From an optimization exercise on the open Yosys and OpenROAD flow, aimed at small area, a short achievable clock period and few clock cycles per item; shortcuts taken in it are not production practice.
Function was checked by simulation only, so behaviour that the tests miss may differ from the original.

### run.sh
#!/bin/bash
# synth_recipe.tcl (not shown) runs the flow's synth.tcl, then flattens the netlist and writes it again
# the make line also repeats each setting of config.mk as NAME=value (left out here)
make -C /OpenROAD-flow-scripts/flow DESIGN_CONFIG=/design/flow/config.mk WORK_HOME=/design/flow/orfs CLKGATE_MAP_FILE= SYNTH_SCRIPT=/design/flow/synth_recipe.tcl finish
### config.mk
export PLATFORM = sky130hd
export DESIGN_NAME = polar_decoder
export DESIGN_NICKNAME = polar_decoder
export VERILOG_FILES = /design/flow/design.v
export SDC_FILE = /design/flow/constraint.sdc
export NUM_CORES = 8
export LEC_CHECK = 0
export CAP_MARGIN = 20
export CORE_MARGIN = 2
export CORE_UTILIZATION = 40
export SETUP_SLACK_MARGIN = 5
export SLEW_MARGIN = 20
### constraint.sdc
create_clock -name core_clock -period 12.0 [get_ports {clk}]
set_input_delay 2.4000 -clock core_clock [delete_from_list [all_inputs] [get_ports {clk}]]
set_output_delay 2.4000 -clock core_clock [all_outputs]
set_load 0.01 [all_outputs]
### design.v
module reliability_LUT(
    input   [6:0]   K,
    output  [127:0] fz,
    output  [31:0]  r0_4,
    output  [15:0]  r0_8,
    output  [7:0]   r0_16,
    output  [3:0]   r0_32,
    output  [1:0]   r0_64,
    output  [15:0]  r1_8,
    output  [7:0]   r1_16,
    output  [3:0]   r1_32
);
    wire [128:1] lt;
    genvar c;
    generate for (c = 1; c <= 128; c = c + 1) begin: g_lt
        assign lt[c] = ({1'b0, K} < c);
    end endgenerate
    assign fz[0] = lt[128];
    assign fz[1] = lt[127];
    assign fz[2] = lt[126];
    assign fz[3] = lt[124];
    assign fz[4] = lt[120];
    assign fz[5] = lt[112];
    assign fz[6] = lt[96];
    assign fz[7] = lt[125];
    assign fz[8] = lt[123];
    assign fz[9] = lt[64];
    assign fz[10] = lt[119];
    assign fz[11] = lt[122];
    assign fz[12] = lt[111];
    assign fz[13] = lt[118];
    assign fz[14] = lt[110];
    assign fz[15] = lt[116];
    assign fz[16] = lt[95];
    assign fz[17] = lt[63];
    assign fz[18] = lt[108];
    assign fz[19] = lt[94];
    assign fz[20] = lt[104];
    assign fz[21] = lt[92];
    assign fz[22] = lt[121];
    assign fz[23] = lt[62];
    assign fz[24] = lt[117];
    assign fz[25] = lt[88];
    assign fz[26] = lt[60];
    assign fz[27] = lt[109];
    assign fz[28] = lt[115];
    assign fz[29] = lt[80];
    assign fz[30] = lt[114];
    assign fz[31] = lt[56];
    assign fz[32] = lt[107];
    assign fz[33] = lt[93];
    assign fz[34] = lt[102];
    assign fz[35] = lt[48];
    assign fz[36] = lt[91];
    assign fz[37] = lt[103];
    assign fz[38] = lt[106];
    assign fz[39] = lt[90];
    assign fz[40] = lt[32];
    assign fz[41] = lt[61];
    assign fz[42] = lt[87];
    assign fz[43] = lt[100];
    assign fz[44] = lt[59];
    assign fz[45] = lt[86];
    assign fz[46] = lt[79];
    assign fz[47] = lt[54];
    assign fz[48] = lt[58];
    assign fz[49] = lt[84];
    assign fz[50] = lt[47];
    assign fz[51] = lt[78];
    assign fz[52] = lt[55];
    assign fz[53] = lt[113];
    assign fz[54] = lt[76];
    assign fz[55] = lt[105];
    assign fz[56] = lt[52];
    assign fz[57] = lt[46];
    assign fz[58] = lt[72];
    assign fz[59] = lt[101];
    assign fz[60] = lt[31];
    assign fz[61] = lt[89];
    assign fz[62] = lt[44];
    assign fz[63] = lt[99];
    assign fz[64] = lt[85];
    assign fz[65] = lt[30];
    assign fz[66] = lt[40];
    assign fz[67] = lt[98];
    assign fz[68] = lt[57];
    assign fz[69] = lt[83];
    assign fz[70] = lt[28];
    assign fz[71] = lt[77];
    assign fz[72] = lt[82];
    assign fz[73] = lt[53];
    assign fz[74] = lt[24];
    assign fz[75] = lt[75];
    assign fz[76] = lt[51];
    assign fz[77] = lt[74];
    assign fz[78] = lt[45];
    assign fz[79] = lt[71];
    assign fz[80] = lt[16];
    assign fz[81] = lt[50];
    assign fz[82] = lt[43];
    assign fz[83] = lt[70];
    assign fz[84] = lt[29];
    assign fz[85] = lt[42];
    assign fz[86] = lt[68];
    assign fz[87] = lt[39];
    assign fz[88] = lt[27];
    assign fz[89] = lt[97];
    assign fz[90] = lt[38];
    assign fz[91] = lt[26];
    assign fz[92] = lt[23];
    assign fz[93] = lt[36];
    assign fz[94] = lt[81];
    assign fz[95] = lt[22];
    assign fz[96] = lt[73];
    assign fz[97] = lt[15];
    assign fz[98] = lt[49];
    assign fz[99] = lt[20];
    assign fz[100] = lt[69];
    assign fz[101] = lt[14];
    assign fz[102] = lt[41];
    assign fz[103] = lt[12];
    assign fz[104] = lt[67];
    assign fz[105] = lt[37];
    assign fz[106] = lt[8];
    assign fz[107] = lt[66];
    assign fz[108] = lt[25];
    assign fz[109] = lt[35];
    assign fz[110] = lt[21];
    assign fz[111] = lt[34];
    assign fz[112] = lt[19];
    assign fz[113] = lt[13];
    assign fz[114] = lt[18];
    assign fz[115] = lt[11];
    assign fz[116] = lt[10];
    assign fz[117] = lt[7];
    assign fz[118] = lt[6];
    assign fz[119] = lt[65];
    assign fz[120] = lt[4];
    assign fz[121] = lt[33];
    assign fz[122] = lt[17];
    assign fz[123] = lt[9];
    assign fz[124] = lt[5];
    assign fz[125] = lt[3];
    assign fz[126] = lt[2];
    assign fz[127] = lt[1];
    assign r0_4[0] = lt[124];
    assign r0_4[1] = lt[96];
    assign r0_4[2] = lt[64];
    assign r0_4[3] = lt[110];
    assign r0_4[4] = lt[63];
    assign r0_4[5] = lt[62];
    assign r0_4[6] = lt[60];
    assign r0_4[7] = lt[56];
    assign r0_4[8] = lt[48];
    assign r0_4[9] = lt[90];
    assign r0_4[10] = lt[32];
    assign r0_4[11] = lt[54];
    assign r0_4[12] = lt[47];
    assign r0_4[13] = lt[55];
    assign r0_4[14] = lt[46];
    assign r0_4[15] = lt[31];
    assign r0_4[16] = lt[30];
    assign r0_4[17] = lt[28];
    assign r0_4[18] = lt[24];
    assign r0_4[19] = lt[45];
    assign r0_4[20] = lt[16];
    assign r0_4[21] = lt[29];
    assign r0_4[22] = lt[26];
    assign r0_4[23] = lt[22];
    assign r0_4[24] = lt[15];
    assign r0_4[25] = lt[12];
    assign r0_4[26] = lt[8];
    assign r0_4[27] = lt[21];
    assign r0_4[28] = lt[11];
    assign r0_4[29] = lt[6];
    assign r0_4[30] = lt[4];
    assign r0_4[31] = lt[1];
    assign r0_8[0] = lt[96];
    assign r0_8[1] = lt[64];
    assign r0_8[2] = lt[62];
    assign r0_8[3] = lt[56];
    assign r0_8[4] = lt[48];
    assign r0_8[5] = lt[32];
    assign r0_8[6] = lt[47];
    assign r0_8[7] = lt[31];
    assign r0_8[8] = lt[28];
    assign r0_8[9] = lt[24];
    assign r0_8[10] = lt[16];
    assign r0_8[11] = lt[22];
    assign r0_8[12] = lt[12];
    assign r0_8[13] = lt[8];
    assign r0_8[14] = lt[6];
    assign r0_8[15] = lt[1];
    assign r0_16[0] = lt[64];
    assign r0_16[1] = lt[56];
    assign r0_16[2] = lt[32];
    assign r0_16[3] = lt[31];
    assign r0_16[4] = lt[24];
    assign r0_16[5] = lt[16];
    assign r0_16[6] = lt[8];
    assign r0_16[7] = lt[1];
    assign r0_32[0] = lt[56];
    assign r0_32[1] = lt[31];
    assign r0_32[2] = lt[16];
    assign r0_32[3] = lt[1];
    assign r0_64[0] = lt[31];
    assign r0_64[1] = lt[1];
    assign r1_8[0] = ~lt[128];
    assign r1_8[1] = ~lt[123];
    assign r1_8[2] = ~lt[121];
    assign r1_8[3] = ~lt[117];
    assign r1_8[4] = ~lt[107];
    assign r1_8[5] = ~lt[100];
    assign r1_8[6] = ~lt[113];
    assign r1_8[7] = ~lt[101];
    assign r1_8[8] = ~lt[98];
    assign r1_8[9] = ~lt[82];
    assign r1_8[10] = ~lt[70];
    assign r1_8[11] = ~lt[97];
    assign r1_8[12] = ~lt[73];
    assign r1_8[13] = ~lt[67];
    assign r1_8[14] = ~lt[65];
    assign r1_8[15] = ~lt[33];
    assign r1_16[0] = ~lt[128];
    assign r1_16[1] = ~lt[121];
    assign r1_16[2] = ~lt[107];
    assign r1_16[3] = ~lt[113];
    assign r1_16[4] = ~lt[98];
    assign r1_16[5] = ~lt[97];
    assign r1_16[6] = ~lt[73];
    assign r1_16[7] = ~lt[65];
    assign r1_32[0] = ~lt[128];
    assign r1_32[1] = ~lt[113];
    assign r1_32[2] = ~lt[98];
    assign r1_32[3] = ~lt[73];
endmodule
module pe #(parameter W = 14) (
    input  signed [W-1:0] a,
    input  signed [W-1:0] b,
    input                 g,       
    input                 u,
    output signed [W:0]   z,
    output                sS,      
    output                sD,      
    output                nzo,     
    output                zS,      
    output                zD       
);
    wire signed [W:0] S = a + b;
    wire signed [W:0] D = b - a;
    wire sa = a[W-1];
    wire sb = b[W-1];
    wire sel = (sa == sb) ? (D[W] ^ ~sa) : (S[W] ^ sa);
    wire signed [W:0] ax = a;
    wire signed [W:0] bx = b;
    wire signed [W:0] na = sb ? -ax : ax;
    wire signed [W:0] nb = sa ? -bx : bx;
    wire signed [W:0] fz = sel ? na : nb;
    assign z  = g ? (u ? D : S) : fz;
    assign sS = S[W];
    assign sD = D[W];
    wire [W:0] ax1 = ax, bx1 = bx;
    wire sz = ((ax1 ^ bx1) == {(ax1[W-1:0] | bx1[W-1:0]), 1'b0});
    wire dz = (a == b);
    assign nzo = g ? ~(u ? dz : sz) : (|a & |b);
    assign zS = sz;
    assign zD = dz;
endmodule
module polar_decoder (
    input           clk,
    input           rst_n,
    input           module_en,
    output          proc_done,
    output  [ 10:0] raddr,
    input   [191:0] rdata,
    output  [  5:0] waddr,
    output  [139:0] wdata
);
    integer i, j;
    genvar gi;
    localparam ST_IDLE = 3'd0, ST_P1 = 3'd1, ST_PZ = 3'd2, ST_TOP = 3'd3,
               ST_TREE = 3'd4, ST_CWZ = 3'd5, ST_KF = 3'd6, ST_DONE = 3'd7;
    reg [2:0]  st;
    reg [6:0]  K, Kn, P;
    reg        knv, kf2, pcap;
    reg [5:0]  p;
    reg [10:0] cwbase;       
    reg [1:0]  q;
    reg [3:0]  ts;
    reg [2:0]  lv;
    reg [2:0]  pos;
    reg        actg;
    reg [1:0]  lstep;
    reg [1:0]  blr, ul;
    reg [10:0] raddr_r;
    reg [5:0]  waddr_r;
    reg        wd_clr, cwd1, dn1;
    reg [5:0]  p_d;
    reg        done;
    reg [126:0] wd;
    reg [6:0]  dec_idx;
    assign raddr = raddr_r;
    assign waddr = waddr_r;
    assign wdata = {13'd0, wd};
    assign proc_done = done;
    reg [191:0] hold;
    reg signed [13:0] B5 [0:31];
    reg signed [14:0] B4 [0:15];
    reg signed [15:0] B3 [0:7];
    reg signed [16:0] B2 [0:3];
    reg [3:0] nz2r;
    reg [3:0]  PS4;
    reg [7:0]  PS8;
    reg [15:0] PS16;
    reg [31:0] PS32;
    reg [63:0] PS64;
    reg        pv, pvo, pr1;
    reg [2:0]  pfs;
    reg [1:0]  pchunk;
    reg [3:0]  praw;
    reg [3:0]  pfz, pcomb, pmask;
    reg [4:0]  pw;
    wire [3:0]  PS4e;
    wire [7:0]  PS8e;
    wire [15:0] PS16e;
    wire [63:0] PS64e;
    wire [127:0] fz;
    wire [31:0]  r0_4;
    wire [15:0]  r0_8, r1_8;
    wire [7:0]   r0_16;
    wire [3:0]   r0_32;
    wire [1:0]   r0_64;
    wire [7:0]   r1_16;
    wire [3:0]   r1_32;
    reliability_LUT lut (.K(K), .fz(fz), .r0_4(r0_4), .r0_8(r0_8), .r0_16(r0_16),
                         .r0_32(r0_32), .r0_64(r0_64), .r1_8(r1_8), .r1_16(r1_16), .r1_32(r1_32));
    wire [6:0] Kx = (st == ST_KF) ? rdata[16:10] : Kn;
    wire [127:0] fzx_unused;
    wire [31:0]  r0x_4;
    wire [15:0]  r0x_8, r1x_8;
    wire [7:0]   r0x_16;
    wire [3:0]   r0x_32;
    wire [1:0]   r0x_64;
    wire [7:0]   r1x_16;
    wire [3:0]   r1x_32;
    reliability_LUT lutx (.K(Kx), .fz(fzx_unused), .r0_4(r0x_4), .r0_8(r0x_8), .r0_16(r0x_16),
                          .r0_32(r0x_32), .r0_64(r0x_64), .r1_8(r1x_8), .r1_16(r1x_16), .r1_32(r1x_32));
    wire [1:0] firstq_x = !r0x_32[0] ? 2'd0 : !r0x_32[1] ? 2'd1 : !r0x_32[2] ? 2'd2 : 2'd3;
    wire       zero_x   = (Kx == 7'd0);
    wire [1:0] firstq   = !r0_32[0] ? 2'd0 : !r0_32[1] ? 2'd1 : !r0_32[2] ? 2'd2 : 2'd3;
    wire [4:0] Q  = {q, pos};           
    reg  [3:0] fzq;                     
    wire in_top  = (st == ST_TOP);
    wire in_tree = (st == ST_TREE);
    reg m_topa, m_topb, m_l5, m_l4, m_l3, m_l2;
    reg s_b5lo, s_b4lo;        
    reg we5a, we5b, we4;
    reg r0left;
    always @* begin
        case (lv)
        3'd5: r0left = r0_16[{q, 1'b0}];
        3'd4: r0left = r0_8[{q, pos[2], 1'b0}];
        default: r0left = r0_4[{q, pos[2:1], 1'b0}];
        endcase
    end
    wire tree_g = actg | r0left;              
    wire tree_u_en = actg & ~r0left;
    reg [1:0] topk;
    always @* begin
        case (ts)
        4'd2: topk = 2'd2;
        4'd4: topk = 2'd0;
        4'd6: topk = 2'd3;
        default: topk = 2'd1;
        endcase
    end
    wire signed [18:0] pz [0:15];
    wire ps_S [0:15];
    wire ps_D [0:15];
    wire [15:0] pnz, ps_zS, ps_zD;
    generate for (gi = 0; gi < 16; gi = gi + 1) begin: g_pe
        localparam W = (gi < 6) ? 17 : (gi < 8) ? 15 : 14;
        localparam LX = (gi == 0) ? 0 : (gi == 1) ? 1 : (gi == 2) ? 0 : (gi == 3) ? 0 : 2;
        localparam LY = (gi == 0) ? 2 : (gi == 1) ? 3 : (gi == 2) ? 1 : (gi == 3) ? 3 : (gi == 4) ? 1 : 3;
        localparam [3:0] GI = gi;
        reg signed [W-1:0] a, b;
        reg gg, uu;
        wire signed [W-1:0] h2 = $signed(hold[12*gi +: 12]);
        wire signed [W-1:0] h1 = $signed(rdata[12*gi +: 12]);
        wire [W-1:0] b5hi = B5[16 + gi];
        wire [W-1:0] b5lo = B5[gi];
        wire [W-1:0] b4lo = B4[gi];
        wire tg = m_topa ? q[1] : m_topb ? q[0] : (tree_g & ~m_l2);
        wire tu = (m_topa & q[1] & ~r0_64[0] & PS64e[{topk, GI}]) |
                  (m_topb & q[0] & ~r0_32[{q[1], 1'b0}] & PS32[{ts[3], GI}]) |
                  (tree_u_en & ((m_l5 & PS16e[gi]) | (m_l4 & PS8e[gi & 7]) | (m_l3 & PS4e[gi & 3])));
        if (gi >= 8) begin: c5
            always @* begin
                a = ({W{m_topa}} & h2) | ({W{m_topb}} & b4lo) | ({W{m_l5}} & b5hi);
                b = ({W{m_topa}} & h1) | ({W{s_b5lo}} & b5lo);
            end
        end else if (gi >= 6) begin: c4
            wire [W-1:0] b4hi = B4[8 + gi];
            always @* begin
                a = ({W{m_topa}} & h2) | ({W{s_b4lo}} & b4lo) | ({W{m_l5}} & b5hi);
                b = ({W{m_topa}} & h1) | ({W{s_b5lo}} & b5lo) | ({W{m_l4}} & b4hi);
            end
        end else if (gi >= 4) begin: c4l
            wire [W-1:0] b4hi = B4[8 + gi];
            wire [W-1:0] b2lo = B2[LX];
            wire [W-1:0] b2hi = B2[LY];
            always @* begin
                a = ({W{m_topa}} & h2) | ({W{s_b4lo}} & b4lo) | ({W{m_l5}} & b5hi) | ({W{m_l2}} & b2lo);
                b = ({W{m_topa}} & h1) | ({W{s_b5lo}} & b5lo) | ({W{m_l4}} & b4hi) | ({W{m_l2}} & b2hi);
            end
        end else if (gi >= 2) begin: c3
            wire [W-1:0] b4hi = B4[8 + gi];
            wire [W-1:0] b3lo = B3[gi];
            wire [W-1:0] b3hi = B3[4 + gi];
            wire [W-1:0] b2lo = B2[LX];
            wire [W-1:0] b2hi = B2[LY];
            always @* begin
                a = ({W{m_topa}} & h2) | ({W{s_b4lo}} & b4lo) | ({W{m_l5}} & b5hi) | ({W{m_l3}} & b3lo) | ({W{m_l2}} & b2lo);
                b = ({W{m_topa}} & h1) | ({W{s_b5lo}} & b5lo) | ({W{m_l4}} & b4hi) | ({W{m_l3}} & b3hi) | ({W{m_l2}} & b2hi);
            end
        end else begin: c2
            wire [W-1:0] b4hi = B4[8 + gi];
            wire [W-1:0] b3lo = B3[gi];
            wire [W-1:0] b3hi = B3[4 + gi];
            wire [W-1:0] b2lo = B2[LX];
            wire [W-1:0] b2hi = B2[LY];
            always @* begin
                a = ({W{m_topa}} & h2) | ({W{s_b4lo}} & b4lo) | ({W{m_l5}} & b5hi) | ({W{m_l3}} & b3lo) | ({W{m_l2}} & b2lo);
                b = ({W{m_topa}} & h1) | ({W{s_b5lo}} & b5lo) | ({W{m_l4}} & b4hi) | ({W{m_l3}} & b3hi) | ({W{m_l2}} & b2hi);
            end
        end
        always @* begin
            gg = tg; uu = tu;
        end
        wire signed [W:0] z;
        pe #(.W(W)) u_pe (.a(a), .b(b), .g(gg), .u(uu), .z(z), .sS(ps_S[gi]), .sD(ps_D[gi]), .nzo(pnz[gi]), .zS(ps_zS[gi]), .zD(ps_zD[gi]));
        assign pz[gi] = z;
    end endgenerate
    wire [3:0] sgn2, nz2;
    generate for (gi = 0; gi < 4; gi = gi + 1) begin: g_l2
        assign sgn2[gi] = B2[gi][16];
        assign nz2[gi]  = nz2r[gi];
    end endgenerate
    wire caseL = fzq[0] & ~fzq[1];
    wire caseR = fzq[2] & ~fzq[3];
    function gtf(input sx, input sy, input sS, input sD, input zS, input zD);
        gtf = (!sx && !sy) ? sD : (sx && sy) ? (!sD && !zD) : (!sx && sy) ? (!sS && !zS) : sS;
    endfunction
    function ltf(input sx, input sy, input sS, input sD, input zS, input zD);
        ltf = (!sx && !sy) ? (!sD && !zD) : (sx && sy) ? sD : (!sx && sy) ? sS : (!sS && !zS);
    endfunction
    wire gt01 = gtf(sgn2[0], sgn2[1], ps_S[2], ps_D[2], ps_zS[2], ps_zD[2]);
    wire gt10 = ltf(sgn2[0], sgn2[1], ps_S[2], ps_D[2], ps_zS[2], ps_zD[2]);
    wire gt03 = gtf(sgn2[0], sgn2[3], ps_S[3], ps_D[3], ps_zS[3], ps_zD[3]);
    wire gt30 = ltf(sgn2[0], sgn2[3], ps_S[3], ps_D[3], ps_zS[3], ps_zD[3]);
    wire gt21 = gtf(sgn2[2], sgn2[1], ps_S[4], ps_D[4], ps_zS[4], ps_zD[4]);
    wire gt12 = ltf(sgn2[2], sgn2[1], ps_S[4], ps_D[4], ps_zS[4], ps_zD[4]);
    wire gt23 = gtf(sgn2[2], sgn2[3], ps_S[5], ps_D[5], ps_zS[5], ps_zD[5]);
    wire gt32 = ltf(sgn2[2], sgn2[3], ps_S[5], ps_D[5], ps_zS[5], ps_zD[5]);
    wire G01 = (gt01 | gt03) & (gt21 | gt23);
    wire G10 = (gt10 | gt12) & (gt30 | gt32);
    wire sl0 = (sgn2[0] ^ sgn2[2]) & nz2[0] & nz2[2];
    wire sl1 = (sgn2[1] ^ sgn2[3]) & nz2[1] & nz2[3];
    wire lu0 = ~fzq[0] & (sl0 ^ sl1);
    wire sumL = (sl0 & sl1) | (sl0 & ~sl1 & G01) | (~sl0 & sl1 & G10);
    wire lu1 = ~fzq[1] & (fzq[0] ? sumL : sl1);
    wire lbl0 = lu0 ^ lu1;
    wire lbl1 = lu1;
    wire sr0 = lbl0 ? ps_D[0] : ps_S[0];
    wire sr1 = lbl1 ? ps_D[1] : ps_S[1];
    wire lu2 = ~fzq[2] & (sr0 ^ sr1);
    wire lu1f = ~fzq[0] & ~fzq[1] & sl1;
    wire n0 = (lstep == 2'd2) ? blr[0] : (lu0 ^ lu1f);
    wire n1 = (lstep == 2'd2) ? blr[1] : lu1f;
    wire [18:0] x0 = {{2{B2[0][16]}}, B2[0]} ^ {19{n0}};
    wire [18:0] x1 = {{2{B2[1][16]}}, B2[1]} ^ {19{n1}};
    wire [18:0] x2 = {{2{B2[2][16]}}, B2[2]};
    wire [18:0] x3 = {{2{B2[3][16]}}, B2[3]};
    wire [18:0] cs1s = x0 ^ x2 ^ x3;
    wire [18:0] cs1c = {(x0[17:0] & x2[17:0]) | (x0[17:0] & x3[17:0]) | (x2[17:0] & x3[17:0]), n0};
    wire [18:0] cs2s = cs1s ^ cs1c ^ x1;
    wire [18:0] cs2c = {(cs1s[17:0] & cs1c[17:0]) | (cs1s[17:0] & x1[17:0]) | (cs1c[17:0] & x1[17:0]), n1};
    wire [18:0] sum4 = cs2s + cs2c;
    wire lu3 = ~fzq[3] & (fzq[2] ? sum4[18] : sr1);
    wire [7:0] sgn3;
    wire nozero3;
    reg  [7:0] nz3;
    generate for (gi = 0; gi < 8; gi = gi + 1) begin: g_l3
        assign sgn3[gi] = B3[gi][15];
        always @* nz3[gi] = |B3[gi];
    end endgenerate
    assign nozero3 = &nz3;
    wire [15:0] sgn4;
    wire [31:0] sgn5;
    reg  [15:0] nz4;
    reg  [31:0] nz5;
    generate for (gi = 0; gi < 16; gi = gi + 1) begin: g_l4
        assign sgn4[gi] = B4[gi][14];
        always @* nz4[gi] = |B4[gi];
    end endgenerate
    generate for (gi = 0; gi < 32; gi = gi + 1) begin: g_l5
        assign sgn5[gi] = B5[(gi + 16) % 32][13];
        always @* nz5[gi] = |B5[gi];
    end endgenerate
    wire r1ok3 = m_l3 & ~actg & r1_8[{q, pos[2:1]}] & nozero3;
    wire r1ok4 = m_l4 & ~actg & r1_16[{q, pos[2]}] & (&nz4);
    wire r1ok5 = m_l5 & ~actg & r1_32[q] & (&nz5);
    wire r1ok = r1ok3 | r1ok4 | r1ok5;
    wire r1last = (lv == 3'd3) | ((lv == 3'd4) & (lstep == 2'd1)) | ((lv == 3'd5) & (lstep == 2'd3));
    wire [3:0] moreq = {1'b0, ~r0_32[3], ~(r0_32[3] & r0_32[2]), ~(r0_32[3] & r0_32[2] & r0_32[1])};
    wire [10:0] nbase = moreq[q] ? cwbase : cwbase + 11'd33;
    reg [2:0]  st_n;
    reg [6:0]  K_n, Kn_n, P_n;
    reg        knv_n, kf2_n, pcap_n;
    reg [5:0]  p_n;
    reg [10:0] cwbase_n, raddr_n;
    reg [1:0]  q_n;
    reg [3:0]  ts_n;
    reg [2:0]  lv_n, pos_n;
    reg        actg_n;
    reg [1:0]  lstep_n, blr_n, ul_n;
    reg        wd_clr_n, done_n, cwd1_n, dn1_n;
    reg        fin;           
    reg [2:0]  fs;            
    reg [3:0]  leafu;         
    reg        oute;          
    reg        sym;               
    reg        alt, alt_n;        
    reg [3:0]  ccomb, cmask;  
    reg [4:0]  cw;            
    reg        cw_done;
    reg        go;
    reg [2:0]  k;
    always @* begin
        st_n = st; K_n = K; Kn_n = Kn; P_n = P; knv_n = knv; kf2_n = 1'b0; pcap_n = 1'b0;
        p_n = p; cwbase_n = cwbase; raddr_n = raddr_r; q_n = q; ts_n = ts;
        lv_n = lv; pos_n = pos; actg_n = actg; lstep_n = lstep; blr_n = blr; ul_n = ul;
        alt_n = ~alt;
        wd_clr_n = cwd1; cwd1_n = 1'b0; dn1_n = dn1; done_n = 1'b0;
        fin = 1'b0; fs = 3'd2; leafu = 4'd0;
        oute = 1'b0; ccomb = 0; cmask = 0; cw = 0;
        cw_done = 1'b0; go = 1'b0; sym = 1'b0;
        case (st)
        ST_IDLE: begin
            raddr_n = 11'd1;
            if (module_en && !done) begin
                K_n = rdata[16:10];
                p_n = 6'd0;
                cwbase_n = 11'd2;
                knv_n = 1'b0;
                wd_clr_n = 1'b1;
                raddr_n = 11'd0;
                st_n = ST_P1;
            end
        end
        ST_P1: begin
            if (K == 7'd0) begin
                st_n = ST_PZ;
            end else begin
                st_n = ST_TOP; ts_n = 4'd0; q_n = firstq;
                raddr_n = cwbase + 11'd2;
                pcap_n = 1'b1;
            end
        end
        ST_PZ: begin
            P_n = rdata[6:0];
            st_n = ST_CWZ;
        end
        ST_CWZ: begin
            cw_done = 1'b1;
        end
        ST_KF: begin
            if (kf2) begin
                K_n = rdata[16:10];
                if (zero_x) st_n = ST_CWZ;
                else begin
                    st_n = ST_TOP; ts_n = 4'd0; q_n = firstq_x;
                    raddr_n = cwbase + 11'd2;
                end
            end else kf2_n = 1'b1;
        end
        ST_TOP: begin
            if (pcap) P_n = rdata[6:0];
            ts_n = ts + 4'd1;
            case (ts)
            4'd0: raddr_n = cwbase + 11'd6;
            4'd1: raddr_n = cwbase + 11'd0;
            4'd2: raddr_n = cwbase + 11'd4;
            4'd3: raddr_n = cwbase + 11'd3;
            4'd4: raddr_n = cwbase + 11'd7;
            4'd5: raddr_n = cwbase + 11'd1;
            4'd6: raddr_n = cwbase + 11'd5;
            4'd7: raddr_n = cwbase + 11'd32;     
            default: ;
            endcase
            if (ts == 4'd9) begin
                Kn_n = rdata[16:10];
                knv_n = 1'b1;
            end
            if (ts == 4'd9) begin
                raddr_n = nbase + 11'd2; alt_n = 1'b0;
                st_n = ST_TREE; lv_n = 3'd5; pos_n = 3'd0; actg_n = 1'b0; lstep_n = 2'd0;
            end
        end
        ST_TREE: begin
            raddr_n = alt ? nbase + 11'd2 : nbase + 11'd6;
            if (lv == 3'd2) begin
                case (lstep)
                2'd0: begin
                    if (caseL && caseR) begin
                        ul_n = {lu1, lu0};
                        blr_n = {lbl1, lbl0};
                        lstep_n = 2'd2;
                    end else begin
                        fin = 1'b1; fs = 3'd2;
                        leafu = {lu3, lu2, lu1, lu0};
                    end
                end
                default: begin
                    fin = 1'b1; fs = 3'd2;
                    leafu = {lu3, 1'b0, ul[1], ul[0]};
                end
                endcase
            end else if (r1ok) begin
                oute = 1'b1;
                if (r1last) begin
                    fin = 1'b1; fs = lv;
                end else begin
                    lstep_n = lstep + 2'd1;
                end
            end else begin
                lv_n = lv - 3'd1;
                actg_n = 1'b0;
                lstep_n = 2'd0;
                if (tree_g) begin
                    case (lv)
                    3'd5: pos_n = pos + 3'd4;
                    3'd4: pos_n = pos + 3'd2;
                    default: pos_n = pos + 3'd1;
                    endcase
                end
            end
        end
        ST_DONE: begin
            dn1_n = 1'b1;
            if (dn1) begin
                done_n = 1'b1;
                st_n = ST_IDLE;
                dn1_n = 1'b0;
            end
            raddr_n = 11'd1;
        end
        default: st_n = ST_IDLE;
        endcase
        if (fin) begin
            lstep_n = 2'd0;
        end
        if (fin && fs == 3'd2) oute = 1'b1;
        cmask = {~r0_32[{q[1], 1'b0}], ~r0_16[{q, 1'b0}], ~r0_8[{q, pos[2], 1'b0}], ~r0_4[{Q[4:1], 1'b0}]};
        go = fin & (fs == 3'd2);
        if (go) begin
            if (pos[0]) begin
                ccomb[0] = 1'b1;
            end else if (!r0_4[{Q[4:1], 1'b1}]) begin
                cw[0] = 1'b1; go = 1'b0;
                lv_n = 3'd3; pos_n = {pos[2:1], 1'b0}; actg_n = 1'b1;
            end
        end
        go = go | (fin & (fs == 3'd3));
        if (go) begin
            if (pos[1]) begin
                ccomb[1] = 1'b1;
            end else if (!r0_8[{q, pos[2], 1'b1}]) begin
                cw[1] = 1'b1; go = 1'b0;
                lv_n = 3'd4; pos_n = {pos[2], 2'b00}; actg_n = 1'b1;
            end
        end
        go = go | (fin & (fs == 3'd4));
        if (go) begin
            if (pos[2]) begin
                ccomb[2] = 1'b1;
            end else if (!r0_16[{q, 1'b1}]) begin
                cw[2] = 1'b1; go = 1'b0;
                lv_n = 3'd5; pos_n = 3'd0; actg_n = 1'b1;
            end
        end
        go = go | (fin & (fs == 3'd5));
        if (go) begin
            if (q[0]) begin
                ccomb[3] = 1'b1;
            end else if (!r0_32[{q[1], 1'b1}]) begin
                cw[3] = 1'b1; go = 1'b0;
                sym = ~q[1] | r0_64[0];
                st_n = ST_TOP; ts_n = (alt | sym) ? 4'd2 : 4'd1; q_n = {q[1], 1'b1};
                raddr_n = cwbase + ((alt | sym) ? 11'd0 : 11'd6);
            end
        end
        if (go) begin
            if (!q[1] && !r0_64[1]) begin
                cw[4] = 1'b1; go = 1'b0;
                sym = r0_64[0];
                st_n = ST_TOP; ts_n = (alt | sym) ? 4'd2 : 4'd1; q_n = r0_32[2] ? 2'd3 : 2'd2;
                raddr_n = cwbase + ((alt | sym) ? 11'd0 : 11'd6);
            end else begin
                cw_done = 1'b1;
            end
        end
        if (cw_done) begin
            if (p == P - 7'd1) begin
                st_n = ST_DONE;
            end else begin
                p_n = p + 6'd1;
                cwbase_n = cwbase + 11'd33;
                cwd1_n = 1'b1;
                knv_n = 1'b0;
                if (knv) begin
                    K_n = Kn;
                    if (zero_x) st_n = ST_CWZ;
                    else begin
                        sym = 1'b1;
                        st_n = ST_TOP; ts_n = (st == ST_TREE) ? ((alt | sym) ? 4'd2 : 4'd1) : 4'd0; q_n = firstq_x;
                        raddr_n = cwbase + 11'd33 + ((st == ST_TREE) ? ((alt | sym) ? 11'd0 : 11'd6) : 11'd2);
                    end
                end else begin
                    st_n = ST_KF;
                    raddr_n = cwbase + 11'd32;
                end
            end
        end
    end
    wire [3:0] fzq_n = fz[{q_n, pos_n, 2'b00} +: 4];
    always @(posedge clk or negedge rst_n) begin
        if (!rst_n) begin
            alt <= 1'b0; fzq <= 4'd0;
            st <= ST_IDLE; K <= 0; Kn <= 0; P <= 0; knv <= 0; kf2 <= 0; pcap <= 0;
            p <= 0; cwbase <= 0; raddr_r <= 11'd1; q <= 0; ts <= 0;
            lv <= 0; pos <= 0; actg <= 0; lstep <= 0; blr <= 0; ul <= 0;
            wd_clr <= 0; done <= 0; waddr_r <= 0; cwd1 <= 0; dn1 <= 0; p_d <= 0;
            pv <= 0; pvo <= 0;
        end else begin
            st <= st_n; K <= K_n; Kn <= Kn_n; P <= P_n; knv <= knv_n; kf2 <= kf2_n; pcap <= pcap_n;
            p <= p_n; cwbase <= cwbase_n; raddr_r <= raddr_n; q <= q_n; ts <= ts_n;
            lv <= lv_n; pos <= pos_n; actg <= actg_n; lstep <= lstep_n; blr <= blr_n; ul <= ul_n;
            wd_clr <= wd_clr_n; done <= done_n; cwd1 <= cwd1_n; dn1 <= dn1_n;
            p_d <= p; waddr_r <= p_d; alt <= alt_n; fzq <= fzq_n;
            pv <= fin; pvo <= oute;
        end
    end
    wire tn = (st_n == ST_TOP);
    wire rn = (st_n == ST_TREE);
    always @(posedge clk or negedge rst_n) begin
        if (!rst_n) begin
            s_b5lo <= 0; s_b4lo <= 0; m_topa <= 0; m_topb <= 0; m_l5 <= 0; m_l4 <= 0; m_l3 <= 0; m_l2 <= 0;
            we5a <= 0; we5b <= 0; we4 <= 0;
        end else begin
            m_topa <= tn & ((ts_n == 4'd2) | (ts_n == 4'd4) | (ts_n == 4'd6) | (ts_n == 4'd8));
            m_topb <= tn & ((ts_n == 4'd5) | (ts_n == 4'd9));
            s_b5lo <= (tn & ((ts_n == 4'd5) | (ts_n == 4'd9))) | (rn & (lv_n == 3'd5));
            s_b4lo <= (tn & ((ts_n == 4'd5) | (ts_n == 4'd9))) | (rn & (lv_n == 3'd4));
            m_l5   <= rn & (lv_n == 3'd5);
            m_l4   <= rn & (lv_n == 3'd4);
            m_l3   <= rn & (lv_n == 3'd3);
            m_l2   <= rn & (lv_n == 3'd2);
            we5a   <= tn & ((ts_n == 4'd2) | (ts_n == 4'd6) | (ts_n == 4'd9));
            we5b   <= tn & (ts_n == 4'd5);
            we4    <= (tn & ((ts_n == 4'd4) | (ts_n == 4'd8))) | (rn & (lv_n == 3'd5));
        end
    end
    always @(posedge clk) begin
        pfs <= lv; pr1 <= (lv != 3'd2); pchunk <= lstep;
        praw <= leafu; pfz <= fzq;
        pcomb <= ccomb; pmask <= cmask; pw <= cw & {5{fin}};
    end
    wire        pwv = pv;
    reg  [7:0] X;
    always @* begin
        case (pfs)
        3'd3: X = sgn3;
        3'd4: X = pchunk[0] ? sgn4[15:8] : (sgn4[7:0] ^ sgn4[15:8]);
        default: begin
            case (pchunk)
            2'd0: X = sgn5[7:0] ^ sgn5[15:8] ^ sgn5[23:16] ^ sgn5[31:24];
            2'd1: X = sgn5[15:8] ^ sgn5[31:24];
            2'd2: X = sgn5[23:16] ^ sgn5[31:24];
            default: X = sgn5[31:24];
            endcase
        end
        endcase
    end
    reg  [7:0] pbt;
    reg  [7:0] poutc;
    reg  [3:0] poutn;
    reg  [2:0] kk;
    always @* begin
        pbt = pr1 ? X : {4'd0, praw};
        for (i = 0; i < 8; i = i + 1) if ((i & 1) == 0) pbt[i] = pbt[i] ^ pbt[i+1];
        for (i = 0; i < 8; i = i + 1) if ((i & 2) == 0) pbt[i] = pbt[i] ^ pbt[i+2];
        for (i = 0; i < 8; i = i + 1) if ((i & 4) == 0) pbt[i] = pbt[i] ^ pbt[i+4];
        poutc = 8'd0;
        if (pr1) begin
            poutc = pbt;
            poutn = 4'd8;
        end else begin
            kk = 3'd0;
            for (i = 0; i < 4; i = i + 1) begin
                if (!pfz[i]) begin
                    poutc[kk] = praw[i];
                    kk = kk + 3'd1;
                end
            end
            poutn = {1'b0, kk};
        end
    end
    wire [3:0]  pb4  = pbt[3:0];
    wire [7:0]  pb8  = (pfs == 3'd3) ? sgn3 : pcomb[0] ? {pb4, (PS4 & {4{pmask[0]}}) ^ pb4} : {4'd0, pb4};
    wire [15:0] pb16 = (pfs == 3'd4) ? sgn4 : pcomb[1] ? {pb8, (PS8 & {8{pmask[1]}}) ^ pb8} : {8'd0, pb8};
    wire [31:0] pb32 = (pfs == 3'd5) ? sgn5 : pcomb[2] ? {pb16, (PS16 & {16{pmask[2]}}) ^ pb16} : {16'd0, pb16};
    wire [63:0] pb64 = pcomb[3] ? {pb32, (PS32 & {32{pmask[3]}}) ^ pb32} : {32'd0, pb32};
    wire w4  = pwv & pw[0];
    wire w8  = pwv & pw[1];
    wire w16 = pwv & pw[2];
    wire w32 = pwv & pw[3];
    wire w64 = pwv & pw[4];
    assign PS4e  = w4  ? pb4  : PS4;
    assign PS8e  = w8  ? pb8  : PS8;
    assign PS16e = w16 ? pb16 : PS16;
    assign PS64e = w64 ? pb64 : PS64;
    wire [127:0] onehot = 128'd1 << dec_idx;
    reg  [126:0] wd_n;
    always @* begin
        for (i = 0; i < 127; i = i + 1) begin
            wd_n[i] = wd[i];
            for (j = 0; j < 8; j = j + 1)
                if (i >= j) wd_n[i] = wd_n[i] | (onehot[i-j] & poutc[j]);
        end
    end
    always @(posedge clk) begin
        if (wd_clr) begin
            wd <= 0;
            dec_idx <= 0;
        end else if (pvo) begin
            wd <= wd_n;
            dec_idx <= dec_idx + poutn;
        end
    end
    always @(posedge clk) begin
        hold  <= rdata;
        if (w4)  PS4  <= pb4;
        if (w8)  PS8  <= pb8;
        if (w16) PS16 <= pb16;
        if (w32) PS32 <= pb32;
        if (w64) PS64 <= pb64;
        for (i = 0; i < 16; i = i + 1) begin
            if (we5a) B5[i] <= pz[i][13:0];
            if (we5b) B5[16+i] <= pz[i][13:0];
            if (we4)  B4[i] <= pz[i][14:0];
        end
        for (i = 0; i < 8; i = i + 1)
            if (m_l4) B3[i] <= pz[i][15:0];
        for (i = 0; i < 4; i = i + 1)
            if (m_l3) begin
                B2[i] <= pz[i][16:0];
                nz2r[i] <= pnz[i];
            end
    end
endmodule
==> results of run 1 <==
layout make-up:
class / instances / area, um^2
Multi-Input combinational cell: 9915 / 68300
Timing Repair Buffer: 625 / 5800
Clock inverter: 97 / 1160
Tap cell: 3724 / 4660
Clock buffer: 230 / 4850
Antenna cell: 23 / 57.6
Sequential cell: 1472 / 39300
Inverter: 845 / 3180
Fill cell: 27400 / 153000
sequential cells by signal (all words and copies together) (netlist names), 8 cells and up:
name / cells
PS8: 8
B5: 448
B3: 128
cwbase: 11
hold: 192
B4: 240
PS64: 64
PS32: 32
B2: 68
PS16: 16
wd: 127
raddr_r: 11
layer usage:
| metal | global-route usage (%) | vias up | part of all wire, % | wire length, um |
|---|---|---|---|---|
| li1 | - | 48500 | - | - |
| met5 | 0 | - | 0.044 | 215 |
| met4 | 18.7 | 34 | 6.9 | 34000 |
| met1 | 44.3 | 52100 | 40 | 199000 |
| met2 | 49.3 | 6190 | 42 | 208000 |
| met3 | 6.33 | 1189 | 10 | 50400 |
cell usage in the layout (no fill, tap or decap), types with 67 or more instances in the layout:
master / synthesis / layout
xor2_1: 208 / 208
xnor2_1: 624 / 618
o21ai_0: 537 / 521
nand2_1: 1340 / 1328
inv_1: 832 / 831
a211oi_1: 186 / 175
nor3_1: 435 / 425
or3_1: 95 / 95
nand4b_1: 118 / 118
dfrtp_1: 106 / 93
mux2i_1: 237 / 232
nand4_1: 187 / 187
edfxtp_1: 920 / 920
a222oi_1: 182 / 182
nand3_1: 356 / 348
a21oi_1: 832 / 804
and2_1: 68 / 67
fa_1: 72 / 72
a31oi_1: 150 / 149
nor2_1: 1099 / 1095
a221oi_1: 188 / 175
o21bai_1: 212 / 211
a221o_1: 244 / 244
buf_4: 16 / 259
dfxtp_1: 445 / 444
a21o_1: 156 / 153
nor4_1: 265 / 258
o211ai_1: 109 / 109
clkbuf_16: 0 / 180
ha_1: 701 / 673
a22oi_1: 295 / 280
and3_1: 81 / 81
clkdlybuf4s50_1: 0 / 323
worst max-delay path, stage by stage (launching register included):
cell,delay [ns]
dfxtp_2,0.47
inv_1,0.13
ha_4,0.45
and2b_1,0.32
a222oi_1,0.45
o21ai_0,0.13
a31o_1,0.25
buf_4,0.19
xnor2_2,0.48
xor3_2,0.58
xnor2_1,0.14
a221o_1,0.46
o31ai_4,0.32
a22o_1,0.20
nor2_1,0.08
o31ai_4,0.55
a21o_4,0.34
mux2i_1,0.26
xor2_1,0.11
o21ai_1,0.69
cell families after synthesis:
| logic type | share of synthesized area (%) |
|---|---|
| AND/OR/NAND/NOR | 17.9 |
| AO/OA/AOI/OAI | 23.1 |
| buffers and inverters | 5.77 |
| flip-flops | 34.8 |
| XOR/XNOR | 6.75 |
| adder cells (fa/ha/maj) | 9.08 |
| multiplexers | 2.66 |
| other | 0.00333 |
timing repair:
| action | 4_1_cts | 5_1_grt |
|---|---|---|
| endpoints found under the setup margin | 462 | 703 |
| pin swaps | 8 | 22 |
| resized for setup | 111 | 153 |
| buffers inserted | 10 | 32 |
worst min path at each step:
stage | slack (ns) | cells after the start | endpoint | from
floorplan | 0.33 | 0 | waddr_r[0] | p_d[0]
global placement | 0.34 | 0 | waddr_r[0] | p_d[0]
detailed placement | 0.34 | 0 | waddr_r[4] | p_d[4]
CTS | 0.34 | 0 | waddr_r[4] | p_d[4]
global route | 0.35 | 0 | waddr_r[4] | p_d[4]
finish | 0.34 | 0 | waddr_r[4] | p_d[4]
through the flow:
stage / std cells / setup slack, ns
after floorplan: 13100 / 4.94
after global placement: 16500 / 3.21
after detailed placement: 16500 / 3.13
after CTS: 16900 / 4.95
after global routing: 16900 / 4.93
final: 16900 / 5.01
==> flow_metrics.env, run 1 <==
export IMPL_synth_top_area_share_pct=24.5
export IMPL_rr_worst_depth=19
export IMPL_cp_max_fo=24
export IMPL_rows=194
export IMPL_slew_headroom_pct=15.8
export IMPL_die_x_um=535
export IMPL_dpl_hpwl_mm=370
export IMPL_vias=108000
export IMPL_initial_utilization_pct=40.3
export IMPL_cts_hold_buf=0
export IMPL_drive_above_1_share_pct=6.93
export IMPL_rsz0062_at_grt="no"
export IMPL_die_h_um=535
export IMPL_synthFlopType="edfxtp_1"
export IMPL_outcome="finished clean"
export IMPL_routedWlPerCell_um=29.0
export IMPL_ys_types=117
export IMPL_final_util_pct=45.5
export IMPL_drt_iter0_markers=14700
export IMPL_grt_util_all_layers_pct=32.9
export IMPL_hp_class="flop to flop"
export IMPL_postSynthAreaPerCell_um2=8.62
export IMPL_numCtsBuffers=178
export IMPL_root_buffer="clkbuf_16"
export IMPL_worstSkewPairLatency_ns=0.93
export IMPL_design_area_um2=127000
export IMPL_antenna_found_initial=43
export IMPL_cts_tree="done"
export IMPL_routed_wl_mm=492
export IMPL_clk_pin_slew_ns=0.06
export IMPL_netlist_area_um2=113000
export IMPL_nets=14000
export IMPL_syn_inst=13100
export IMPL_yosysSeqAreaShare_pct=34.8
export IMPL_ant_nets=0
export IMPL_dr_pass1_iters=17
export IMPL_skew_ns=0.0918
export IMPL_die_area_um2=286000
export IMPL_cp_arrival_ns=7.52
export IMPL_grt_pass1_wl_mm=706
export IMPL_core_area_um2=280000
export IMPL_fin_setup_tns_ns=0
export IMPL_period_share_pct=58.2
export IMPL_worst_setup_path_start_kind="flop"
export IMPL_ios=353
export IMPL_vias_per_cell=6.38
export IMPL_ys_seq_elements=1472
export IMPL_critPathCaptureType="flop"
export IMPL_synth_top_area_cell="edfxtp_1"
export IMPL_port_buffers=339
export IMPL_worstSetupStartpoint="pchunk[0]"
export IMPL_r2r_start="pchunk[0]"
export IMPL_synth_most_common_cell="nand2_1"
export IMPL_worst_endpoint_required_ns=12.53
export IMPL_synth_edff_count=920
export IMPL_clock_sinks=1472
export IMPL_htree_levels=4
export IMPL_criticalPathCategory="flop to flop"
export IMPL_drc=0
export IMPL_synthTopCellsByArea="edfxtp_1 25%, dfxtp_1 7.9%, ha_1 7.8%, xnor2_1 4.8%, nand2_1 4.5%"
export IMPL_async_flop_share_pct=7.27
export IMPL_hold_slack_ns=0.343
export IMPL_syn_to_final_growth_pct=12.9
export IMPL_gp_congestion=1.03
export IMPL_cts_max_path_buffers=4
export IMPL_grt_max_degree=148
export IMPL_final_setup_viol_count=0
export IMPL_max_cap_violations=0
export IMPL_grt_overflow=0
export IMPL_reg2reg_to="B5[2][8]"
export IMPL_report_final_slew_viol_count=0
export IMPL_crit_end="B5[2][8]"
export IMPL_grt_pass1_vias=99100
export IMPL_hold_violations=0
export IMPL_max_freq_mhz=143
export IMPL_fin_crit_ns=6.99
export IMPL_r2r_slack_ns=5.01
export IMPL_ys_warn_count=9
export IMPL_synthTopCellsByCount="1340 x nand2_1, 1099 x nor2_1, 920 x edfxtp_1, 832 x a21oi_1, 832 x inv_1"
export IMPL_placed_area_um2=120000
export IMPL_tightest_slew_ns=1.26
Testbench counts, summed over its fixed seeds: cycles 60,770, packets 864.
==> run 2, diff against run 1 <==
--- a/design.v
+++ b/design.v
@@ -348,7 +348,22 @@
     wire [1:0] firstq_x = !r0x_32[0] ? 2'd0 : !r0x_32[1] ? 2'd1 : !r0x_32[2] ? 2'd2 : 2'd3;
     wire       zero_x   = (Kx == 7'd0);
     wire [1:0] firstq   = !r0_32[0] ? 2'd0 : !r0_32[1] ? 2'd1 : !r0_32[2] ? 2'd2 : 2'd3;
-    wire [4:0] Q  = {q, pos};           
+    reg [31:0] s_fz;
+    reg [7:0]  s_r0_4;
+    reg [3:0]  s_r0_8, s_r1_8;
+    reg [1:0]  s_r0_16, s_r1_16;
+    reg        s_r1_32;
+    always @(posedge clk) begin
+        if (st == ST_TOP && ts == 4'd2) begin
+            s_fz    <= fz[{q, 5'd0} +: 32];
+            s_r0_4  <= r0_4[{q, 3'd0} +: 8];
+            s_r0_8  <= r0_8[{q, 2'd0} +: 4];
+            s_r1_8  <= r1_8[{q, 2'd0} +: 4];
+            s_r0_16 <= r0_16[{q, 1'd0} +: 2];
+            s_r1_16 <= r1_16[{q, 1'd0} +: 2];
+            s_r1_32 <= r1_32[q];
+        end
+    end
     reg  [3:0] fzq;                     
     wire in_top  = (st == ST_TOP);
     wire in_tree = (st == ST_TREE);
@@ -358,9 +373,9 @@
     reg r0left;
     always @* begin
         case (lv)
-        3'd5: r0left = r0_16[{q, 1'b0}];
-        3'd4: r0left = r0_8[{q, pos[2], 1'b0}];
-        default: r0left = r0_4[{q, pos[2:1], 1'b0}];
+        3'd5: r0left = s_r0_16[0];
+        3'd4: r0left = s_r0_8[{pos[2], 1'b0}];
+        default: r0left = s_r0_4[{pos[2:1], 1'b0}];
         endcase
     end
     wire tree_g = actg | r0left;              
@@ -507,9 +522,9 @@
         assign sgn5[gi] = B5[(gi + 16) % 32][13];
         always @* nz5[gi] = |B5[gi];
     end endgenerate
-    wire r1ok3 = m_l3 & ~actg & r1_8[{q, pos[2:1]}] & nozero3;
-    wire r1ok4 = m_l4 & ~actg & r1_16[{q, pos[2]}] & (&nz4);
-    wire r1ok5 = m_l5 & ~actg & r1_32[q] & (&nz5);
+    wire r1ok3 = m_l3 & ~actg & s_r1_8[pos[2:1]] & nozero3;
+    wire r1ok4 = m_l4 & ~actg & s_r1_16[pos[2]] & (&nz4);
+    wire r1ok5 = m_l5 & ~actg & s_r1_32 & (&nz5);
     wire r1ok = r1ok3 | r1ok4 | r1ok5;
     wire r1last = (lv == 3'd3) | ((lv == 3'd4) & (lstep == 2'd1)) | ((lv == 3'd5) & (lstep == 2'd3));
     wire [3:0] moreq = {1'b0, ~r0_32[3], ~(r0_32[3] & r0_32[2]), ~(r0_32[3] & r0_32[2] & r0_32[1])};
@@ -661,12 +676,12 @@
             lstep_n = 2'd0;
         end
         if (fin && fs == 3'd2) oute = 1'b1;
-        cmask = {~r0_32[{q[1], 1'b0}], ~r0_16[{q, 1'b0}], ~r0_8[{q, pos[2], 1'b0}], ~r0_4[{Q[4:1], 1'b0}]};
+        cmask = {~r0_32[{q[1], 1'b0}], ~s_r0_16[0], ~s_r0_8[{pos[2], 1'b0}], ~s_r0_4[{pos[2:1], 1'b0}]};
         go = fin & (fs == 3'd2);
         if (go) begin
             if (pos[0]) begin
                 ccomb[0] = 1'b1;
-            end else if (!r0_4[{Q[4:1], 1'b1}]) begin
+            end else if (!s_r0_4[{pos[2:1], 1'b1}]) begin
                 cw[0] = 1'b1; go = 1'b0;
                 lv_n = 3'd3; pos_n = {pos[2:1], 1'b0}; actg_n = 1'b1;
             end
@@ -675,7 +690,7 @@
         if (go) begin
             if (pos[1]) begin
                 ccomb[1] = 1'b1;
-            end else if (!r0_8[{q, pos[2], 1'b1}]) begin
+            end else if (!s_r0_8[{pos[2], 1'b1}]) begin
                 cw[1] = 1'b1; go = 1'b0;
                 lv_n = 3'd4; pos_n = {pos[2], 2'b00}; actg_n = 1'b1;
             end
@@ -684,7 +699,7 @@
         if (go) begin
             if (pos[2]) begin
                 ccomb[2] = 1'b1;
-            end else if (!r0_16[{q, 1'b1}]) begin
+            end else if (!s_r0_16[1]) begin
                 cw[2] = 1'b1; go = 1'b0;
                 lv_n = 3'd5; pos_n = 3'd0; actg_n = 1'b1;
             end
@@ -733,7 +748,7 @@
             end
         end
     end
-    wire [3:0] fzq_n = fz[{q_n, pos_n, 2'b00} +: 4];
+    wire [3:0] fzq_n = s_fz[{pos_n, 2'b00} +: 4];
     always @(posedge clk or negedge rst_n) begin
         if (!rst_n) begin
             alt <= 1'b0; fzq <= 4'd0;
==> run 2 against run 1 <==
Net effect:
- still clean on timing, DRC and antenna
- worst hold slack gained 0.0030 ns
- critical endpoint is now B3[4][14]
- via count shrank 2.0%
- highest routed layer unchanged
- worst setup slack lost 0.024 ns
- largest cell class unchanged
==> flow_metrics.env, run 2 <==
export IMPL_outcome="finished clean"
export IMPL_routed_wl_mm=463
export IMPL_ant_nets=0
export IMPL_fin_crit_ns=7.01
export IMPL_core_area_um2=283000
export IMPL_path_delay_family="compound AO/OA/AOI/OAI gates"
export IMPL_rsz0062_at_grt="yes"
export IMPL_async_flop_share_pct=7.03
export IMPL_drive_above_1_share_pct=6.69
export IMPL_tightest_slew_ns=1.25
export IMPL_dp_slack_ns=3.19
export IMPL_synth_top_family_by_area="compound AO/OA/AOI/OAI gates"
export IMPL_report_final_slew_viol_count=0
export IMPL_top_register="B5"
export IMPL_grt_overflow=0
export IMPL_initial_utilization_pct=40.2
export IMPL_clock_sinks=1521
export IMPL_die_area_um2=288000
export IMPL_clk_pin_slew_ns=0.06
export IMPL_slew_headroom_pct=16.1
export IMPL_synthXorXnorAreaFrac_pct=6.67
export IMPL_ios=353
export IMPL_skew_ns=0.0740
export IMPL_max_cap_violations=0
export IMPL_drc=0
export IMPL_synthFlopType="edfxtp_1"
export IMPL_routedWlPerCell_um=27.5
export IMPL_yosys_area_share_simple_pct=16.1
export IMPL_drt_iter0_markers=14600
export IMPL_netlist_area_um2=114000
export IMPL_period_share_pct=58.4
export IMPL_r2r_slack_ns=5.00
export IMPL_hold_slack_ns=0.346
export IMPL_vias=106000
export IMPL_ys_warn_count=9
export IMPL_worst_slack_ns=4.99
export IMPL_cp_cell_sequence="clkdlybuf4s50_1, a22oi_1, nand3_1, ha_1, inv_1, o21bai_1, a21oi_1, o31ai_2, o41ai_4, o21ai_0, a21oi_2, buf_4, nand2_1, o21ai_0, nand2_1, a32o_1, a211oi_1"
export IMPL_criticalPathCategory="input pin to flop"
export IMPL_final_common_cell="nor2_1"
export IMPL_reg_largest_list="B5 x448, B4 x240, hold x192"
export IMPL_largest_reg_flops=448
export IMPL_synth_compound_area_share_pct=23.5
export IMPL_yosys_area_share_adder_pct=9.01
export IMPL_design_area_um2=128000
export IMPL_grt_util_all_layers_pct=30.7
export IMPL_grt_pass1_vias=97300
export IMPL_syn_to_final_growth_pct=12.2
export IMPL_worst_setup_path_start_kind="input pin"
export IMPL_die_x_um=537
export IMPL_ys_seq_elements=1521
export IMPL_synth_mux_area_share_pct=3.08
export IMPL_syn_inst=13000
export IMPL_max_freq_mhz=143
export IMPL_worst_endpoint_required_ns=12.60
export IMPL_synth_edff_count=969
export IMPL_yosysSeqAreaShare_pct=35.8
export IMPL_synthTopCellsByCount="1189 x nor2_1, 1179 x nand2_1, 969 x edfxtp_1, 876 x a21oi_1, 820 x inv_1"
export IMPL_worstSkewPairLatency_ns=0.90
export IMPL_ys_types=138
export IMPL_cp_slowest_stage_delay_ns=0.74
export IMPL_htree_levels=4
export IMPL_critPathCaptureType="flop"
export IMPL_postSynthAreaPerCell_um2=8.77
export IMPL_placed_area_um2=120000
export IMPL_grt_pass1_wl_mm=668
export IMPL_synth_top_area_cell="edfxtp_1"
export IMPL_rows=195
export IMPL_gp_congestion=1.04
export IMPL_final_setup_viol_count=0
export IMPL_port_buffers=339
export IMPL_nets=13900
export IMPL_fin_setup_tns_ns=0
export IMPL_synthTopCellsByArea="edfxtp_1 26%, dfxtp_1 7.8%, ha_1 7.7%, xnor2_1 4.7%, nor2_1 3.9%"
export IMPL_dpl_hpwl_mm=350
export IMPL_crit_path_top_delay_cell="clkdlybuf4s50_1"
export IMPL_numCtsBuffers=180
export IMPL_root_buffer="clkbuf_16"
export IMPL_synth_top_area_share_pct=25.6
export IMPL_cts_max_path_buffers=4
export IMPL_dr_pass1_iters=10
export IMPL_antenna_found_initial=39
export IMPL_grt_max_degree=188
export IMPL_vias_per_cell=6.29
export IMPL_hold_violations=0
export IMPL_hp_class="flop to flop"
export IMPL_cp_max_fo=40
export IMPL_die_h_um=537
export IMPL_final_cell_mix="1183 x nor2_1, 1170 x nand2_1, 969 x edfxtp_1"
export IMPL_cp_arrival_ns=7.62
export IMPL_critPathBufInv=3
export IMPL_synth_most_common_cell="nor2_1"
export IMPL_cts_tree="done"
[run 2: cell type report]
cell class | count | area [um^2]
tap | 3743 | 4680
sequential | 1521 | 40700
timing repair buffer | 583 | 5410
multi-input combinational | 9786 | 67400
antenna | 21 | 52.6
clock buffer | 220 | 4870
clock inverter | 113 | 1280
inverter | 833 | 3130
fill | 27600 | 155000
[run 2: worst paths after layout]
check                                from         end  cells past startpoint
worst max-delay path            rdata[57]   B3[4][14]                     17
worst min-delay path               p_d[3]  waddr_r[3]                      0
worst max register to register   B4[5][1]      m_topa                     19
worst min register to register     p_d[3]  waddr_r[3]                      0
max in group asynchronous           rst_n         pvo                      2
min in group asynchronous           rst_n       Kn[1]                      1
[run 2: per-stage QoR]
step                util (%)  std cells
floorplan                  -      13000
global placement        42.5      16400
detailed placement      42.5      16400
CTS                     44.8      16800
global route            45.1      16800
finish                  45.1      16800
[run 2: routing by layer]
metal / global-route usage [%] / wire (um)
met5: 0 / 168
met4: 18.8 / 33200
met3: 6.49 / 48400
met2: 46.0 / 197000
met1: 40.5 / 184000
[run 2: timing repair]
item                                    in CTS  in global routing
pin swaps                                    8                 16
endpoints found under the setup margin     514                601
gates resized for setup                     52                140
hold buffers                                 0                  0
setup buffers                               11                 25
gates cloned                                 0                  2
[run 2: logic make-up (layout without fill, tap and decap cells)]
group / after synthesis / after routing
XOR/XNOR: 851 / 851
buffers and inverters: 1661 / 1749
other: 1 / 34
adder cells (fa/ha/maj): 776 / 776
AND/OR/NAND/NOR: 3981 / 3982
multiplexers: 333 / 333
AO/OA/AOI/OAI: 3831 / 3831
flip-flops: 1521 / 1521
[run 2: worst reg2reg max path, cell delays in order (launching register included)]
cell and delay [ns]:
edfxtp_1 0.40, nor4_1 0.86, nand4_1 0.58, and3_1 0.45, a21oi_1 0.74, a211oi_2 0.26
nand4b_1 0.24, nand2_1 0.13, a31oi_1 0.32, o32ai_1 0.13, buf_4 0.21, a21oi_1 0.31
a41o_1 0.14, buf_4 0.33, inv_1 0.39, nand3_2 0.43, mux2i_1 0.45, a21boi_0 0.33
nor2_1 0.09, nor2_1 0.12
Testbench counts of run 2, summed over its fixed seeds: cycles 60,770, packets 864.
==> run 3, diff against run 2 <==
--- a/design.v
+++ b/design.v
@@ -486,12 +486,14 @@
     wire lu1 = ~fzq[1] & (fzq[0] ? sumL : sl1);
     wire lbl0 = lu0 ^ lu1;
     wire lbl1 = lu1;
-    wire sr0 = lbl0 ? ps_D[0] : ps_S[0];
-    wire sr1 = lbl1 ? ps_D[1] : ps_S[1];
-    wire lu2 = ~fzq[2] & (sr0 ^ sr1);
-    wire lu1f = ~fzq[0] & ~fzq[1] & sl1;
-    wire n0 = (lstep == 2'd2) ? blr[0] : (lu0 ^ lu1f);
-    wire n1 = (lstep == 2'd2) ? blr[1] : lu1f;
+    wire lu1x = ~fzq[0] & ~fzq[1] & sl1;
+    wire bl0x = lu0 ^ lu1x;
+    wire sr0 = bl0x ? ps_D[0] : ps_S[0];
+    wire sr1 = lu1x ? ps_D[1] : ps_S[1];
+    wire sr1L = sumL ? ps_D[1] : ps_S[1];
+    wire lu2 = ~fzq[2] & (caseL ? (sumL ? (ps_D[0] ^ ps_D[1]) : (ps_S[0] ^ ps_S[1])) : (sr0 ^ sr1));
+    wire n0 = (lstep == 2'd2) ? blr[0] : bl0x;
+    wire n1 = (lstep == 2'd2) ? blr[1] : lu1x;
     wire [18:0] x0 = {{2{B2[0][16]}}, B2[0]} ^ {19{n0}};
     wire [18:0] x1 = {{2{B2[1][16]}}, B2[1]} ^ {19{n1}};
     wire [18:0] x2 = {{2{B2[2][16]}}, B2[2]};
@@ -501,7 +503,7 @@
     wire [18:0] cs2s = cs1s ^ cs1c ^ x1;
     wire [18:0] cs2c = {(cs1s[17:0] & cs1c[17:0]) | (cs1s[17:0] & x1[17:0]) | (cs1c[17:0] & x1[17:0]), n1};
     wire [18:0] sum4 = cs2s + cs2c;
-    wire lu3 = ~fzq[3] & (fzq[2] ? sum4[18] : sr1);
+    wire lu3 = ~fzq[3] & (fzq[2] ? sum4[18] : (caseL ? sr1L : sr1));
     wire [7:0] sgn3;
     wire nozero3;
     reg  [7:0] nz3;
@@ -831,7 +833,7 @@
             poutn = {1'b0, kk};
         end
     end
-    wire [3:0]  pb4  = pbt[3:0];
+    wire [3:0]  pb4  = {praw[3], praw[2] ^ praw[3], praw[1] ^ praw[3], praw[0] ^ praw[1] ^ praw[2] ^ praw[3]};
     wire [7:0]  pb8  = (pfs == 3'd3) ? sgn3 : pcomb[0] ? {pb4, (PS4 & {4{pmask[0]}}) ^ pb4} : {4'd0, pb4};
     wire [15:0] pb16 = (pfs == 3'd4) ? sgn4 : pcomb[1] ? {pb8, (PS8 & {8{pmask[1]}}) ^ pb8} : {8'd0, pb8};
     wire [31:0] pb32 = (pfs == 3'd5) ? sgn5 : pcomb[2] ? {pb16, (PS16 & {16{pmask[2]}}) ^ pb16} : {16'd0, pb16};
==> run 3 against run 2 <==
Net effect:
- area after synthesis rose by 1.8%
- register-to-register slack better by 0.26 ns
- clock skew rose by 0.012 ns
- first-iteration DRC count increased by 13%
- fmax grew 1.3%
- worst hold slack worse by 0.0011 ns
- sequential cell count stayed put
- worst setup slack improved by 0.088 ns
- global-route usage is 1.6 points higher
- critical path type unchanged
- count of clock-buffer cells in the layout up 11
==> flow_metrics.env, run 3 <==
export IMPL_outcome="finished clean"
export IMPL_dpl_hpwl_mm=377
export IMPL_grt_pass1_wl_mm=711
export IMPL_worst_setup_path_start_kind="input pin"
export IMPL_final_setup_viol_count=0
export IMPL_cts_max_path_buffers=4
export IMPL_cp_max_fo=7
export IMPL_core_area_um2=288000
export IMPL_ios=353
export IMPL_fin_crit_ns=6.93
export IMPL_die_h_um=542
export IMPL_grt_pass1_vias=99900
export IMPL_final_cell_mix="1289 x nand2_1, 1117 x nor2_1, 969 x edfxtp_1"
export IMPL_initial_utilization_pct=40.2
export IMPL_top_register="B5"
export IMPL_htree_levels=4
export IMPL_gp_congestion=1.05
export IMPL_vias_per_cell=6.43
export IMPL_slew_headroom_pct=12.4
export IMPL_skew_ns=0.0860
export IMPL_ant_nets=0
export IMPL_synthTopCellsByCount="1294 x nand2_1, 1121 x nor2_1, 969 x edfxtp_1, 819 x inv_1, 753 x a21oi_1"
export IMPL_synth_edff_count=969
export IMPL_netlist_area_um2=116000
export IMPL_wl_met3_mm=55.9
export IMPL_antenna_found_initial=44
export IMPL_synth_most_common_cell="nand2_1"
export IMPL_routed_wl_mm=498
export IMPL_grt_overflow=0
export IMPL_criticalPathCategory="input pin to flop"
export IMPL_synthFlopType="edfxtp_1"
export IMPL_ys_seq_elements=1521
export IMPL_nets=14100
export IMPL_report_final_slew_viol_count=0
export IMPL_clock_sinks=1521
export IMPL_n_fill_cell=28100
export IMPL_reg_largest_list="B5 x448, B4 x240, hold x192"
export IMPL_critPathCaptureType="flop"
export IMPL_dp_slack_ns=3.67
export IMPL_worst_endpoint_required_ns=12.82
export IMPL_synth_top_area_cell="edfxtp_1"
export IMPL_vias=110000
export IMPL_synthTopCellsByArea="edfxtp_1 25%, dfxtp_1 7.7%, ha_1 7.6%, xnor2_1 5.0%, nand2_1 4.2%"
export IMPL_grt_max_degree=192
export IMPL_rsz0062_at_grt="yes"
export IMPL_routedWlPerCell_um=29.1
export IMPL_dr_pass1_iters=12
export IMPL_root_buffer="clkbuf_16"
export IMPL_design_area_um2=129000
export IMPL_drive_above_1_share_pct=5.86
export IMPL_period_share_pct=57.7
export IMPL_die_area_um2=293000
export IMPL_rows=197
export IMPL_numCtsBuffers=178
export IMPL_cp_arrival_ns=7.75
export IMPL_final_common_cell="nand2_1"
export IMPL_worst_slack_ns=5.07
export IMPL_placed_area_um2=122000
export IMPL_fin_setup_tns_ns=0
export IMPL_port_buffers=339
export IMPL_max_cap_violations=0
export IMPL_wl_met1_mm=200
export IMPL_grt_util_all_layers_pct=32.4
export IMPL_clk_pin_slew_ns=0.06
export IMPL_highest_layer="met5"
export IMPL_worstSkewPairLatency_ns=0.92
export IMPL_yosysSeqAreaShare_pct=35.2
export IMPL_final_util_pct=44.8
export IMPL_regArea_um2=40700
[run 3: cell types whose count changed in the layout (fill, tap and decap cells not counted), moves of 46 or more]
cell      change
a211oi_1     -68
o211ai_1     +88
a21oi_1      -93
o221ai_1     -46
xor2_1       -50
mux2i_1      +49
or3_1        +51
nor2_1       -66
o21bai_1    -112
a31oi_1      +65
xnor2_1      +46
nand2_1     +119
[run 3: kinds of logic after synthesis]
group	after synthesis	share of synthesized area (%)
compound gates	3785	23.1
other cells	1	0.00324
xor+xnor	847	6.53
fa+ha+maj	773	8.83
buf+inv	1683	5.59
mux	388	3.51
flops	1521	35.2
simple gates	4273	17.3
[run 3: layer usage]
layer  up-vias  track usage [%]
met5         -                0
met4        20             18.1
met3      1116             7.64
met2      6623             47.6
met1     53200             43.5
li1      49100                -
[run 3: repair_timing]
action	4_1_cts	5_1_grt
setup endpoints to repair	182	404
hold buffers	0	0
gates cloned	2	1
hold endpoints to repair	0	0
setup buffers	0	23
pin swaps	1	10
gates resized for setup	13	41
[run 3: metrics by stage]
stage / hold slack, ns / instances
after floorplan: 0.331 / 13300
after global placement: 0.333 / 16700
after detailed placement: 0.335 / 16700
after CTS: 0.348 / 17100
after global routing: 0.356 / 17100
final: 0.345 / 17100
[run 3: critical path, cell delays in order]
cell and delay [ns]:
clkdlybuf4s50_1 0.75, nand2_1 0.21, nand4_1 0.37, ha_1 0.62
nor2_1 0.08, o21a_1 0.16, a31oi_1 0.25, o41a_1 0.25
nand3_1 0.10, a21oi_1 0.73, and2_1 0.25, mux2i_1 0.24
nor3b_1 0.11, o32ai_4 0.61, mux2_2 0.41, o31ai_1 0.17
[run 3: path summary, 6_finish.rpt]
kind	from	endpoint	slack, ns	depth (start not counted)
setup / recovery	rdata[64]	praw[2]	5.07	16
setup reg to reg	m_l3	B5[16][8]	5.26	16
min in group asynchronous	rst_n	P[0]	1.61	1
max in group asynchronous	rst_n	m_topb	9.13	2
hold reg to reg	p_d[2]	waddr_r[2]	0.35	0
hold / removal	p_d[2]	waddr_r[2]	0.35	0
[run 3: cell type report]
cell class	instances	share of cell area (%)
Multi-Input combinational cell	10100	53.6
Timing Repair Buffer	555	4.01
Antenna cell	34	0.0660
Tap cell	3781	3.67
Sequential cell	1521	31.6
Clock buffer	231	3.76
Inverter	829	2.41
Clock inverter	94	0.905
Testbench counts of run 3, summed over its fixed seeds: cycles 60,770, packets 864.

## separate check: timing with driven ports
The results above use ideal ports. As a check the final layouts listed here were re-extracted and re-timed, cells and wires unchanged.
Step 1, drivers: a clkbuf_16 drives clk and a buf_2 each remaining input, both assumed.
Step 2, shift: input delay + t, output delay - t, t = (earliest + latest rising clock arrival at the registers) / 2. This alone moves slack from input paths to output paths.
Three values: no drivers, after step 1, after step 2; two values: the first two.
run	t, ns	slack for setup (ns)	hold slack, ns
run 1	0.988	5.011 / 5.011 / 4.229	0.343 / 0.343 / 0.343
run 2	0.965	4.987 / 5.001 / 4.094	0.346 / 0.346 / 0.346
run 3	0.970	5.075 / 5.148 / 4.178	0.345 / 0.345 / 0.345
After both steps setup and hold are still met in every run listed. For run 3, which loses most, drivers alone change the setup slack by +0.073 ns; drivers and shift together by -0.897 ns.
